This is an optimization exercise on Yosys and OpenROAD, whose aim is small area, a short achievable clock period and few clock cycles per item, not a production implementation. RTL that was checked went through simulation tests only; none was proved equivalent to the original. Function not checked in run 1: the RTL went through the layout flow alone. No activity file was given, so power comes from the tool's default toggle rates.

==> flow/design.v (outline; a module is shown in full before it is edited, if it fits) <==
// module RFILE: 2433 lines
module RFILE(clk, rst, A_x, A_y, B_x, B_y, C_x, C_y, rssiA, rssiB, rssiC,
             valueA, valueB, valueC, expA, expB, expC, busy, out_valid, xt, yt);
  // ...
==> flow/flow/run.sh <==
#!/bin/bash
# Standard layout (the standard.sh) with two changes:
#  - synthesis script flow/syn.tcl (the standard flow's script with Yosys synth -noabc and
#    the final ABC mapping done by flow/abc_map.script),
#  - port buffers are sky130_fd_sc_hd__buf_1 (every port still gets one).
set -euo pipefail
HERE=$(pwd)
export FLOW_ABC_SCRIPT=$HERE/flow/abc_map.script
sed -e "s#SYNTH_SCRIPT=[^ ]*#SYNTH_SCRIPT=$HERE/flow/syn.tcl#" \
    -e "s#make -C #make BUFFER_PORTS_ARGS='-buffer_cell sky130_fd_sc_hd__buf_1' -C #" \
    standard.sh > flow_standard.sh
grep -q "flow/syn.tcl" flow_standard.sh
grep -q "BUFFER_PORTS_ARGS" flow_standard.sh
bash flow_standard.sh finish > make.log 2>&1
==> flow/flow/abc_map.script <==
strash
dch -f
map -D 18000
topo
stime -c
buffer -c
upsize -c
dnsize -c
==> flow/flow/syn.tcl <==
# The standard flow's synthesis script (synth_recipe.tcl) with two changes to the
# combinational mapping only; registers are unchanged:
#  - Yosys's generic synth runs without its early "abc -fast" pass (-noabc).
#    That pass rewrites XOR/majority logic so that extract_fa builds full
#    adders with inverted pins and leaves inverters between them.
#  - The final ABC mapping uses flow/abc_map.script (delay-targeted mapping
#    with area recovery, then the usual buffering and sizing) in place of the
#    ORFS script, whose delay target of 115 ps makes it map for speed only.
proc synth {args} { yosys synth -nofsm -noshare -noabc {*}$args }
proc abc {args} {
  set i [lsearch -exact $args -script]
  if {$i >= 0 && [info exists ::env(FLOW_ABC_SCRIPT)]} {
    lset args [expr {$i + 1}] $::env(FLOW_ABC_SCRIPT)
  }
  puts "abc mapping script: [lindex $args [expr {$i + 1}]]"
  yosys abc {*}$args
}
source $::env(SCRIPTS_DIR)/synth.tcl
# left out here: clear keep_hierarchy, flatten, clean up, hide names made inside functions, write 1_2_yosys.v
==> flow/standard.sh <==
#!/bin/bash
# synth_recipe.tcl (not shown) runs the flow's synth.tcl, then flattens the netlist and writes it again
# the make line also repeats each setting of config.mk as NAME=value (left out here)
make -C /OpenROAD-flow-scripts/flow DESIGN_CONFIG=/design/flow/config.mk WORK_HOME=/design/flow/orfs CLKGATE_MAP_FILE= SYNTH_SCRIPT=/design/flow/synth_recipe.tcl "${@:-finish}"
==> flow/config.mk <==
export PLATFORM = sky130hd
export DESIGN_NAME = RFILE
export DESIGN_NICKNAME = RFILE
export VERILOG_FILES = /design/flow/design.v
export SDC_FILE = /design/flow/constraint.sdc
export NUM_CORES = 8
export LEC_CHECK = 0
export ABC_AREA = 1
export CAP_MARGIN = 20
export CORE_MARGIN = 2
export CORE_UTILIZATION = 40
export SLEW_MARGIN = 20
==> flow/constraint.sdc <==
create_clock -name core_clock -period 115.0 [get_ports {clk}]
set_input_delay 23.0000 -clock core_clock [delete_from_list [all_inputs] [get_ports {clk}]]
set_output_delay 23.0000 -clock core_clock [all_outputs]
set_load 0.01 [all_outputs]
==> notes.md, run 1 <==
- Outcome: finished clean
- Number of antenna violations at the first check in global routing: 3
- Wire length on met1: 57860 um
- First-pass GRT wire length: 209600 um
- GRT Total Usage: 0.2789
- Multi-In Gates: 3822
- Largest area contributor in the netlist: fa_1
- Via count: 35.75k
- Max-Cap Viols: 0
- Std-Cell Rows: 113
- Ports: 212
- CP arrival: 1220 ps
- CP max FO: 1
- Pin count of the biggest net entering global routing: 70
- Hold_sp: cnt[0]
- Die height: 312.6 um
- Min Tclk post-route: 24220 ps
- CTS tree: built
- Pwr Density: 27.86 mW/mm2
- Final core utilization: 0.4355
- CP delay by family, top: flip-flops
- GRT Max-Usage Layer: met2
- Post-synth top area share: 0.2066
- Nonclk buf count: 275
- WL final: 138700 um
- Via density per instance: 5.565
- Port Buffers: 208
- Largest regs: rs: 19 flops, rx: 19 flops, ry: 19 flops
- GRT overflow: 0
- Wire length on met3: 13140 um
- Wire length per cell: 21.59 um
- Max-slew violation count: 0
- Global Route met3 Usage: 0.06417
- Dpl cell area: 0.04027 mm2
- Worst slew pin tran: 1331 ps
- Final Cycle Share: 0.2106
- CTS Root Cell: clkbuf_16
==> inputs of run 2 (changes only) <==
--- a/flow/design.v
+++ b/flow/design.v
@@ -18,22 +18,23 @@
 wire [2:0] cn = first ? ({1'b0, fs} + k) : cnt - 3'd1;
 wire       fin = ph[8] && (cn == 3'd1);
 reg  [1:0] fc;            
 wire       fe = (fc != 2'd0);
 always @(posedge clk or posedge rst) begin
     if (rst) begin
         ph <= 9'd1;
         out_valid <= 1'b0;
+        busy <= 1'b1;
     end else begin
         ph <= fin ? 9'd1 : {ph[8] | ph[7], ph[6:0], 1'b0};
         out_valid <= fin;
+        busy <= ~fin;
     end
 end
-always @(posedge clk) busy <= ~fin;
 always @(posedge clk) begin
     cnt <= cn;
     if (first) fc <= fs - 2'd1;
     else if (fc != 2'd0) fc <= fc - 2'd1;
 end
 function [13:0] f_exp(input [19:0] u);
     reg [19:0] z; reg [2:0] r, rn; reg [16:0] q; integer j; reg b;
     begin
==> run 2 against run 1 <==
Flip-flop and latch count stayed put. Largest cell class unchanged. Critical endpoint is now busy. Still clean on timing, DRC and antenna. Synthesized cell count up 0.32%. Clock power increased by 22%.
==> notes.md, run 2 <==
- CTS Root Cell: clkbuf_16 (unchanged)
- Pwr Density: 28.23 mW/mm2 (was 27.86 mW/mm2)
- Clk slew on worst S/H paths: 60 ps (was 70 ps)
- RSZ-0062 raised after global routing: no (unchanged)
- Port Buffers: 208 (unchanged)
- Endpoints failing setup: 0 (unchanged)
- Adder-Cell Fraction of Synth Area: 0.3162 (was 0.3166)
- R2r startpoint: ph[2] (was ph[6])
- Final setup skew: 35.72 ps (was 41.25 ps)
- DP HPWL: 109100 um (was 111400 um)
- Worst min-delay path class: flip-flop to flip-flop (unchanged)
- Crit-path slowest cell: dfstp_2 (was dfrtp_1)
- Synth area leaders: fa_1 21%, ha_1 11%, xor2_1 8.2% (was fa_1 21%, ha_1 11%, xor2_1 8.3%)
- Ports: 212 (unchanged)
- Syn. warnings: 1 (unchanged)
- Htree depth: 2 (was 1)
- Max-Cap Viols: 0 (unchanged)
- Most frequent cells in the layout: 726 x nor2_1, 696 x inv_1, 634 x nand2_1 (was 728 x nor2_1, 702 x inv_1, 619 x nand2_1)
- Clock share of power: 0.099 (was 0.083)
- Commonest non-fill, non-tap cell in the layout: nor2_1 (unchanged)
- Number of global-route vias before repair: 34.86k (was 34.90k)
- Startpoint types: flip-flop (unchanged)
- Largest family of logic cells by synthesized area: adder cells (unchanged)
- Post-synth EDFFs: 103 (unchanged)
- Clock Path Buffers: 3 (unchanged)
- Sequential area share after synthesis: 0.1545 (was 0.1546)
- Clock Latency Late Sink: 610 ps (was 630 ps)
- Sequential power share: 0.107 (about the same)
- Top FF cell, synth: dfxtp_1 (unchanged)
- Outcome: finished clean (unchanged)
- Most frequent cell after synthesis: nor2_1 (unchanged)
- Max-slew violation count: 0 (unchanged)
- Final Hold Vio Count: 0 (unchanged)
- Setup crit end kind: primary output (unchanged)
- Worst Path Buf+Inv: 1 (unchanged)
- Yosys reg bits: 240 (unchanged)
- R2R Path End: fy[0] (unchanged)
- Layout cells sized above 1: 0.04738 (was 0.04575)
- Gate Count Post-Synth: 5030 (was 5014)
- Worst slew pin tran: 1105 ps (was 1331 ps)
- Final Cycle Share: 0.2118 (was 0.2106)
- Hold_sp: cnt[0] (unchanged)
- First-iteration detailed-routing DRC count: 3198 (was 3271)
- Max layer used: met5 (was met4)
- Net switching share of the total power: 0.5166 (was 0.5185)
- Final core utilization: 0.4379 (was 0.4355)
- CP delay by family, top: flip-flops (unchanged)
- Largest area contributor in the netlist: fa_1 (unchanged)
- PostCTS Resize Cnt: 0 (unchanged)
- Syn avg cell area: 7.581 um2 (was 7.596 um2)
- Synth Cell Area: 0.03813 mm2 (was 0.03809 mm2)
- Syn_nets: 5916 (was 5900)
- Largest regs: rs: 19 flops, rx: 19 flops, ry: 19 flops (unchanged)
- First-pass GRT wire length: 207500 um (was 209600 um)
- Combinational power share: 0.794 (was 0.810)
- Setup CP Type: flip-flop to primary output (unchanged)
- Post-synth top area share: 0.2063 (was 0.2066)
- Die height: 312.8 um (was 312.6 um)
- Area Overhead vs Synth: 8.777% (was 8.322%)
- CTS Buf Count: 34 (was 30)
- Setup TNS: 0 ps (unchanged)
- Hold path cells: 1 (unchanged)
- Wire length on met3: 11550 um (was 13140 um)
- Die W: 312.8 um (was 312.6 um)
- P_leak: 19.51 nW (was 19.45 nW)
- GRT Total Usage: 0.2761 (was 0.2789)
- Area of the core: 0.09473 mm2 (unchanged)
- Pin count of the biggest net entering global routing: 74 (was 70)
- Met2 WL post-DR: 63220 um (was 63030 um)
- Proportion of synthesized area in mux cells: 0.0002625 (was 0.0005256)
- DRC viols: 0 (unchanged)
- Setup bufs post-CTS: 0 (unchanged)
- Clk sinks: 240 (unchanged)
- Synth Area in Compound Gates: 0.1691 (was 0.1707)
- CP arrival: 1360 ps (was 1220 ps)
- Hold-fix buffers at CTS: 0 (unchanged)
- Final net count: 6031 (was 6020)
- Min Tclk post-route: 24360 ps (was 24220 ps)
- Reg2reg setup slack: 91780 ps (was 92430 ps)
- Worst vdd ir: 0.08735 mV (was 0.05623 mV)
- Post-Synth XOR/XNOR Area: 0.09276 (was 0.09195)
- Slew HR: 0.2604 (was 0.09854)
- Placer congestion estimate: 1.002 (was 1.010)
- Via density per instance: 5.538 (was 5.565)
- Wire length per cell: 21.18 um (was 21.59 um)
- Initial core utilization: 0.4025 (was 0.4020)
- WL final: 136300 um (was 138700 um)
- CP max FO: 1 (unchanged)
- Wire length on met1: 53850 um (was 57860 um)
- CP max stage delay: 520 ps (was 360 ps)
- Cells along the critical path: buf_1 (unchanged)
- Synth Area in Simple Gates: 0.1737 (was 0.1716)
- Upper clock frequency limit: 41.06 MHz (was 41.28 MHz)
- Sw power: 0.6049 mW (was 0.5960 mW)
- Number of antenna violations at the first check in global routing: 3 (unchanged)
- Std-Cell Rows: 113 (unchanged)
- FFs w/ async S/R, synth: 0.04583 (was 0.04167)
- Critical Path RT: 92000 ps (about the same)
- First-pass DRT Iterations: 6 (unchanged)
- Commonest cells in the netlist: 726 x nor2_1, 700 x inv_1, 635 x nand2_1 (was 728 x nor2_1, 705 x inv_1, 621 x nand2_1)
- Area of the die: 0.09782 mm2 (was 0.09770 mm2)
- Via count: 35.65k (was 35.75k)
- Cell Int Power: 0.5659 mW (was 0.5535 mW)
- GRT overflow: 0 (unchanged)
- CTS tree: built (unchanged)
- Hold EP: cnt[0] (unchanged)
- Worst r2r path cells: 98 (was 109)
- Post-synthesis cell type count: 63 (was 64)
- ANT nets after route: 0 (unchanged)
==> run 2: how the worst max path moves through the flow <==
stage | startpoint | slack, ps | depth (start not counted) | to
3_5_place_dp | valueC[7] | 90740 | 5 | rs[7]
3_3_place_gp | valueC[7] | 90710 | 5 | rs[7]
6_report | busy | 90640 | 1 | busy
2_1_floorplan | valueB[0] | 91410 | 4 | rs[0]
4_1_cts | busy | 90630 | 1 | busy
5_1_grt | ph[2] | 89890 | 107 | fy[0]
==> run 2: layout make-up <==
class	count	area, um2
diodes	1	2.502
clock buffers	40	894.6
clock inverters	22	306.5
fillers	9876	53250
inverters	759	2850
multi-input cells	3841	28700
flip-flops and latches	240	5906
well taps	1265	1583
repair buffers	269	1239
==> run 2: stage by stage <==
| stage | setup slack (ps) | hold WS (ps) | cell area [um2] | std cells | total power, mW |
|---|---|---|---|---|---|
| finish | 90640 | 512.0 | 41480 | 6437 | 1.171 |
| floorplan | 91410 | 441.4 | 38130 | 5030 | 0.8388 |
| global route | 89890 | 543.6 | 41480 | 6436 | 1.321 |
| detailed placement | 90740 | 490.6 | 40270 | 6374 | 1.046 |
| CTS | 90630 | 501.3 | 41470 | 6436 | 1.167 |
| global placement | 90710 | 472.3 | 40270 | 6374 | 1.020 |
==> run 2: layer usage <==
| layer | track usage | up-vias |
|---|---|---|
| li1 | - | 16720 |
| met1 | 0.3454 | 17010 |
| met2 | 0.4576 | 1588 |
| met3 | 0.05028 | 320 |
| met4 | 0.1376 | 4 |
| met5 | 0 | - |
==> run 2: kinds of logic after synthesis <==
family                     after synthesis
adders and majority gates              728
AOI/OAI and AO/OA                     1090
xor gates and xnor gates               403
and+or+nand+nor                       1619
DFF                                    240
muxes                                    1
buffers and inverters                  949
==> run 2: power by group through the flow <==
stage	Clock, mW	Sequential (mW)	Combinational (mW)
floorplan	0	0.121	0.718
CTS	0.117	0.126	0.925
global placement	0	0.127	0.893
detailed placement	0	0.127	0.919
global route	0.120	0.126	1.07
finish	0.116	0.126	0.930
Testbench counts of run 2, summed over its fixed seeds: cycles 4,835, items 512.

separate check: timing with driven ports:
In the flow no input, the clock included, has a driving cell. The finished layouts below were timed again as built, in two steps. Step 1, drivers: a clkbuf_16 drives clk and a buf_2 each remaining input, both assumed. Step 2 adds t to the input delays and takes it off the output delays; t is the mean of the earliest and latest rising clock arrival at the registers after step 1. Input paths then give back, and output paths get back, about the clock's delay inside the block. Slacks: ideal ports / drivers / drivers and shift; pairs: ideal ports / drivers.
run | t, ns | setup slack, ns | hold slack, ns
run 1 | 0.675 | 90.777 / 90.712 / 90.858 | 0.495 / 0.495 / 0.495
run 2 | 0.661 | 90.644 / 90.573 / 90.745 | 0.512 / 0.512 / 0.512
After both steps setup and hold are still met in every run listed.
